From an optimization exercise on the open Yosys and OpenROAD flow, aimed at small area; shortcuts taken in it are not production practice.
RTL that was checked went through simulation tests only; none was proved equivalent to the original.
No activity file was given, so power comes from the tool's default toggle rates.

// mini_audio
module mini_audio
  (
   input         clk,
   input         reset,
   input [31:0]  data,
   input         valid_toggle,
   input [31:0]  ext_factor_mul,
   input [31:0]  ext_factor_div,
   output        full,
   output        ext_audio_r,
   output        ext_audio_l
   );
  genvar i, j;
  reg toggle;
  reg toggle_prev;
  always @(posedge clk)
    begin
      if (reset)
        begin
          toggle <= 1'b0;
          toggle_prev <= 1'b0;
        end
      else
        begin
          toggle <= valid_toggle;
          toggle_prev <= toggle;
        end
    end
  reg [14:0] eh;
  reg [15:0] el;
  reg        cp;
  reg        en;
  wire       neg = eh[14] ^ (cp & (&eh[13:0]));
  wire       pos = ~neg;
  wire [30:0] fa = {eh, el};
  wire [30:0] fb = {1'b0, ext_factor_mul[29:0]};
  wire [30:0] fc = {pos, ~ext_factor_div[29:0] & {30{pos}}};
  wire [30:0] fs, fk;
  wire [31:0] fcy;
  wire [30:0] e_next;
  assign fcy[0] = 1'b0;
  ...
==> flow/config.mk <==
export PLATFORM = sky130hd
export DESIGN_NAME = mini_audio
export DESIGN_NICKNAME = mini_audio
export VERILOG_FILES = /design/flow/design.v
export SDC_FILE = /design/flow/constraint.sdc
export NUM_CORES = 4
export LEC_CHECK = 0
export CAP_MARGIN = 0
export CORE_MARGIN = 2
export CORE_UTILIZATION = 40
export GPL_TIMING_DRIVEN = 0
export SLEW_MARGIN = 0
export SYNTH_HIERARCHICAL = 1
export SYNTH_MINIMUM_KEEP_SIZE = 0
==> flow/constraint.sdc <==
create_clock -name core_clock -period 10.0 [get_ports {clk}]
set_input_delay 2.0000 -clock core_clock [delete_from_list [all_inputs] [get_ports {clk}]]
set_output_delay 2.0000 -clock core_clock [all_outputs]
set_load 0.01 [all_outputs]
standard.sh (not shown) runs the stock make flow with config.mk's settings and CLKGATE_MAP_FILE= SYNTH_SCRIPT=/design/flow/synth_recipe.tcl, a recipe that flattens the netlist after the stock synthesis.
==> flow/flow/run.sh <==
#!/bin/bash
# Standard ORFS layout, with smaller port buffers and a clock tree without
# dummy loads. Each make step's output goes to flow.log here.
set -euo pipefail
export BUFFER_PORTS_ARGS="-buffer_cell sky130_fd_sc_hd__buf_1"
export CTS_ARGS="-sink_clustering_enable -repair_clock_nets -dont_use_dummy_load -buf_list sky130_fd_sc_hd__clkbuf_8 -sink_clustering_size 20 -sink_clustering_max_diameter 50"
bash standard.sh > flow.log 2>&1
Change:
==> flow/flow/run.sh (replaced) <==
#!/bin/bash
# Standard ORFS layout, with smaller port buffers and a clock tree without
# dummy loads. Each make step's output goes to flow.log here.
set -euo pipefail
export BUFFER_PORTS_ARGS="-buffer_cell sky130_fd_sc_hd__buf_1"
export CTS_ARGS="-sink_clustering_enable -repair_clock_nets -dont_use_dummy_load -buf_list sky130_fd_sc_hd__clkbuf_8 -sink_clustering_size 20 -sink_clustering_max_diameter 60"
bash standard.sh > flow.log 2>&1
Settings changed: CAP_MARGIN 0 to 20, GPL_TIMING_DRIVEN 0 to unset, SLEW_MARGIN 0 to 20.
What happened: The new run ran to the end with no violations. Sequential share of layout area grows by 2.7 points. Fmax came out higher slightly. Worst hold slack is worse by 0.033 ns. Worst setup slack gains 0.12 ns. Final area drops by a few percent. Clock-buffer cell count drops by 6.
Change:
==> flow/flow/run.sh (replaced) <==
#!/bin/bash
# Standard ORFS layout, with smaller port buffers and a clock tree without
# dummy loads. Each make step's output goes to flow.log here.
set -euo pipefail
export BUFFER_PORTS_ARGS="-buffer_cell sky130_fd_sc_hd__buf_1"
export CTS_ARGS="-sink_clustering_enable -repair_clock_nets -dont_use_dummy_load -buf_list sky130_fd_sc_hd__clkbuf_8 -sink_clustering_size 18 -sink_clustering_max_diameter 90"
bash standard.sh > flow.log 2>&1
Outcome: The changed run finished clean; wire length decreases by 0.43%; hold slack is about the same; register-to-register slack gets worse by 0.08 ns; cell area barely changes; fmax falls by 0.91%; global-route usage hardly moves; die area is unchanged; worst setup slack got worse by 0.081 ns; cell count is about the same.
Change:
Settings changed: CORE_UTILIZATION 40 to 50.
Hold slack got worse by 0.0094 ns; core utilization grows by 11 points; via count rose by 1.4%.

========
== run A ==
Another version of the RTL of mini_audio (not shown whole).
Size: ~100 I/O pins.
clock: 10.0 ns
lec_check: 0
cap_margin: 20
core_margin: 2
core_utilization: 60
slew_margin: 20
==> flow/flow/run.sh <==
#!/bin/bash
# Standard ORFS layout, with smaller port buffers and a clock tree without
# dummy loads. Each make step's output goes to flow.log here.
set -euo pipefail
export BUFFER_PORTS_ARGS="-buffer_cell sky130_fd_sc_hd__buf_1"
export CTS_ARGS="-sink_clustering_enable -repair_clock_nets -dont_use_dummy_load -buf_list sky130_fd_sc_hd__clkbuf_8 -sink_clustering_size 20 -sink_clustering_max_diameter 50"
bash standard.sh > flow.log 2>&1
What run B does differently from run A at the input level:
Settings: a change of CORE_UTILIZATION from 60 to 40.
==> flow/run.sh (new file) <==
#!/bin/bash
# synth_recipe.tcl (not shown) runs the flow's synth.tcl, then flattens the netlist and writes it again
# the make line also repeats each setting of config.mk as NAME=value (left out here)
make -C /OpenROAD-flow-scripts/flow DESIGN_CONFIG=/design/flow/config.mk WORK_HOME=/design/flow/orfs CLKGATE_MAP_FILE= SYNTH_SCRIPT=/design/flow/synth_recipe.tcl finish
removed: flow/flow/run.sh
removed: flow/standard.sh
==> notes.md <==
Run B: all stages complete, timing, DRC and antenna checks passed. Compared to run A, run B has hold slack 18 ps higher. Die area | run B > run A. Comparing run B and run A, the higher final cell count without fillers was measured on run B. Delta (run B minus run A): tapcell count now larger, sequential cell area share now smaller, final net count comparable.
### run B -> run C
Settings: setting GPL_TIMING_DRIVEN to 0 for the first time; changing CORE_UTILIZATION from 40 to 65.
==> flow/flow/run.sh (new file) <==
#!/bin/bash
# Standard ORFS layout, with smaller port buffers and a clock tree without
# dummy loads. Each make step's output goes to flow.log here.
set -euo pipefail
export BUFFER_PORTS_ARGS="-buffer_cell sky130_fd_sc_hd__buf_1"
export CTS_ARGS="-sink_clustering_enable -repair_clock_nets -dont_use_dummy_load -buf_list sky130_fd_sc_hd__clkbuf_4 -sink_clustering_size 10 -sink_clustering_max_diameter 40"
bash standard.sh > flow.log 2>&1
==> flow/standard.sh (new file) <==
#!/bin/bash
# synth_recipe.tcl (not shown) runs the flow's synth.tcl, then flattens the netlist and writes it again
# the make line also repeats each setting of config.mk as NAME=value (left out here)
make -C /OpenROAD-flow-scripts/flow DESIGN_CONFIG=/design/flow/config.mk WORK_HOME=/design/flow/orfs CLKGATE_MAP_FILE= SYNTH_SCRIPT=/design/flow/synth_recipe.tcl "${@:-finish}"
removed: flow/run.sh
==> notes.md <==
Comparing run C and run B, the lower proportion of power drawn by combinational gates was measured on run B. On share of the clock period used by the worst path after layout: run C sits above run B. In the flow results for run C and run B, the layout net count is larger on run C. Count of buffers not belonging to the clock network in the layout | run C above run B. Total detailed-routing wirelength came out higher on run C than on run B.

========
## run 1
Another version of the RTL of mini_audio (not shown whole).
Size in the first run: roughly 1,100 cells after synthesis, ~21,000 µm² of cells after synthesis.
export LEC_CHECK = 0
export CAP_MARGIN = 20
export CORE_MARGIN = 2
export CORE_UTILIZATION = 55
export SLEW_MARGIN = 20
export SYNTH_HIERARCHICAL = 1
export SYNTH_MINIMUM_KEEP_SIZE = 0
create_clock -name core_clock -period 10.0 [get_ports {clk}]
==> flow/flow/run.sh <==
#!/bin/bash
# Standard ORFS layout, with smaller port buffers and a clock tree without
# dummy loads. Each make step's output goes to flow.log here.
set -euo pipefail
export BUFFER_PORTS_ARGS="-buffer_cell sky130_fd_sc_hd__buf_1"
export CTS_ARGS="-sink_clustering_enable -repair_clock_nets -dont_use_dummy_load -buf_list sky130_fd_sc_hd__clkbuf_8 -sink_clustering_size 22 -sink_clustering_max_diameter 45"
bash standard.sh > flow.log 2>&1
Changes in run 2 relative to run 1:
- a change of CORE_UTILIZATION from 55 to 40
--- a/flow/flow/run.sh
+++ b/flow/flow/run.sh
@@ -6 +6 @@
-export CTS_ARGS="-sink_clustering_enable -repair_clock_nets -dont_use_dummy_load -buf_list sky130_fd_sc_hd__clkbuf_8 -sink_clustering_size 22 -sink_clustering_max_diameter 45"
+export CTS_ARGS="-sink_clustering_enable -repair_clock_nets -dont_use_dummy_load -buf_list sky130_fd_sc_hd__clkbuf_8 -sink_clustering_size 24 -sink_clustering_max_diameter 40"
==> comparison <==
Run 2 | status: complete | timing, DRC, antenna: pass. Taking run 1 as the reference, in run 2 sequential fraction of total cell area shows a reduction of 1.6 points, post-route cell area shows an increase of 2.4%, multi-input combinational area share shows a reduction of 0.54 points, area growth from synthesis to final layout shows an increase of 2.6 points. Route | run 2 vs run 1 | wire longer in run 2. The final reports for run 2 and run 1 show global-route met1 utilization lower in the former.
Inputs modified between run 2 and run 3:
--- a/flow/flow/run.sh
+++ b/flow/flow/run.sh
@@ -6 +6 @@
-export CTS_ARGS="-sink_clustering_enable -repair_clock_nets -dont_use_dummy_load -buf_list sky130_fd_sc_hd__clkbuf_8 -sink_clustering_size 24 -sink_clustering_max_diameter 40"
+export CTS_ARGS="-sink_clustering_enable -repair_clock_nets -dont_use_dummy_load -buf_list sky130_fd_sc_hd__clkbuf_8 -sink_clustering_size 20 -sink_clustering_max_diameter 50"
==> notes.md <==
- Going from run 2 to run 3, data arrival time of the critical path shrinks by 0.02 ns.
- Layout overhead on the synthesized area (higher): run 2
- Run 3 vs run 2, register share of the cell area went up by 1.1 points.
- Run 3 vs run 2: global-route usage down in run 3
- Relative to run 2, the final cell area reported for run 3 is lower.
- Final standard cell count with taps included and fillers excluded shrinks slightly when moving from run 2 to run 3.
- Going from run 2 to run 3, clock-net power saw a decrease, switching power total saw a decrease, total power saw a decrease.
Function was not checked in any run of this note: the RTL went through the layout flow alone.

========
== v15 ==
mini_audio with an RTL version that a note above also has.
Size: about 1100 cells after synthesis, about 100 I/O pins, ~21000 µm² of cells after synthesis.
export LEC_CHECK = 0
export CAP_MARGIN = 20
export CORE_MARGIN = 2
export CORE_UTILIZATION = 40
export SLEW_MARGIN = 20
export SYNTH_HIERARCHICAL = 1
export SYNTH_MINIMUM_KEEP_SIZE = 0
create_clock -name core_clock -period 10.0 [get_ports {clk}]
==> flow/flow/run.sh <==
#!/bin/bash
# Standard ORFS layout, with smaller port buffers and a clock tree without
# dummy loads. Each make step's output goes to flow.log here.
set -euo pipefail
export BUFFER_PORTS_ARGS="-buffer_cell sky130_fd_sc_hd__buf_1"
export CTS_ARGS="-sink_clustering_enable -repair_clock_nets -dont_use_dummy_load -buf_list sky130_fd_sc_hd__clkbuf_8 -sink_clustering_size 20 -sink_clustering_max_diameter 50"
bash standard.sh > flow.log 2>&1
### v15 -> v56
- PLACE_DENSITY: unset -> 0.9
==> flow/flow/run.sh <==
#!/bin/bash
# Standard ORFS layout, with smaller port buffers and a clock tree without
# dummy loads. Each make step's output goes to flow.log here.
set -euo pipefail
export BUFFER_PORTS_ARGS="-buffer_cell sky130_fd_sc_hd__buf_1"
export CTS_ARGS="-sink_clustering_enable -repair_clock_nets -dont_use_dummy_load -buf_list sky130_fd_sc_hd__clkbuf_8 -sink_clustering_size 18 -sink_clustering_max_diameter 90"
bash standard.sh > flow.log 2>&1
==> comparison <==
- v56 vs. v15: multi-input combinational cell area went down, fraction of met1 tracks used by global routing lost 4.2 points, power after layout saw a decrease, final area decreased by about 0.4% relative to the old numbers, placed instance count up 0.63%.
- A termination of the worst setup path of sample_sum_r[15] is what v15 shows, while sample_sum_l[15] belongs to v56.
Here is what was changed in the inputs of v36 compared with v56.
- PLACE_DENSITY no longer set, was 0.9
==> flow/flow/run.sh <==
#!/bin/bash
# Standard ORFS layout, with smaller port buffers and a clock tree without
# dummy loads. Each make step's output goes to flow.log here.
set -euo pipefail
export BUFFER_PORTS_ARGS="-buffer_cell sky130_fd_sc_hd__buf_1"
export CTS_ARGS="-sink_clustering_enable -repair_clock_nets -dont_use_dummy_load -buf_list sky130_fd_sc_hd__clkbuf_8 -sink_clustering_size 18 -sink_clustering_max_diameter 120"
bash standard.sh > flow.log 2>&1
Notes after the runs:
Compared with v56, v36 shows leakage power that has gone down slightly. Looking at v36 and v56, the fmax is a wash. Utilization, v36 and v56, higher one = v56. v36 and v56 ended up with nearly the same clock group share of total power. Re count of vias placed by the detailed router: v36 and v56 aren't equal, and the higher value belongs to v56.

[re-timing with driven ports]
No port has a modelled driver above. Below, the same layouts with a new extraction and two added sets of constraints.
Step 1 assumes that a clkbuf_16 drives the clock port and a buf_2 every other input.
Step 2 moves the port delays by t, midway between the first and last clock arrival at a register: inputs arrive t later, outputs are due t later. That takes back most of the time a late clock gives input paths.
Slacks: no drivers / after step 1 / after step 2; pairs: no drivers / after step 1.
run | shift t [ns] | slack for setup (ns) | worst setup path after step 2 | latest minus earliest clock arrival (ns) | worst slew at a driven data input, ns
the first run of note 1 | 0.678 | 1.042 / 1.042 / 0.809 | input to register | 0.134 / 0.134 | 0.13
the second run of note 1 | 0.654 | 1.164 / 1.164 / 0.856 | input to register | 0.130 / 0.130 | 0.09
the third run of note 1 | 0.660 | 1.082 / 1.082 / 0.847 | input to register | 0.079 / 0.079 | 0.09
the fourth run of note 1 | 0.660 | 1.194 / 1.194 / 0.709 | input to register | 0.058 / 0.059 | 0.10
run A | 0.676 | 0.394 / 0.419 / -0.257 | input to register | 0.080 / 0.080 | 0.08
run B | 0.669 | 0.374 / 0.404 / -0.265 | input to register | 0.026 / 0.026 | 0.09
run C | 0.801 | 0.225 / 0.225 / -0.232 | input to register | 0.079 / 0.078 | 0.08
run 1 | 0.689 | 1.175 / 1.175 / 0.817 | input to register | 0.067 / 0.067 | 0.07
run 2 | 0.676 | 1.352 / 1.352 / 0.778 | input to register | 0.071 / 0.071 | 0.11
run 3 | 0.697 | 1.351 / 1.351 / 0.742 | input to register | 0.101 / 0.101 | 0.12
v15 | 0.682 | 1.135 / 1.135 / 0.829 | input to register | 0.115 / 0.115 | 0.08
v56 | 0.635 | 1.068 / 1.068 / 0.727 | input to register | 0.104 / 0.104 | 0.08
v36 | 0.651 | 1.083 / 1.083 / 0.855 | input to register | 0.067 / 0.067 | 0.09
With both steps, setup timing fails in run A, run B and run C, where it was met with ideal ports. For run A, which loses most, drivers alone change the setup slack by +0.025 ns; drivers and shift together by -0.651 ns.
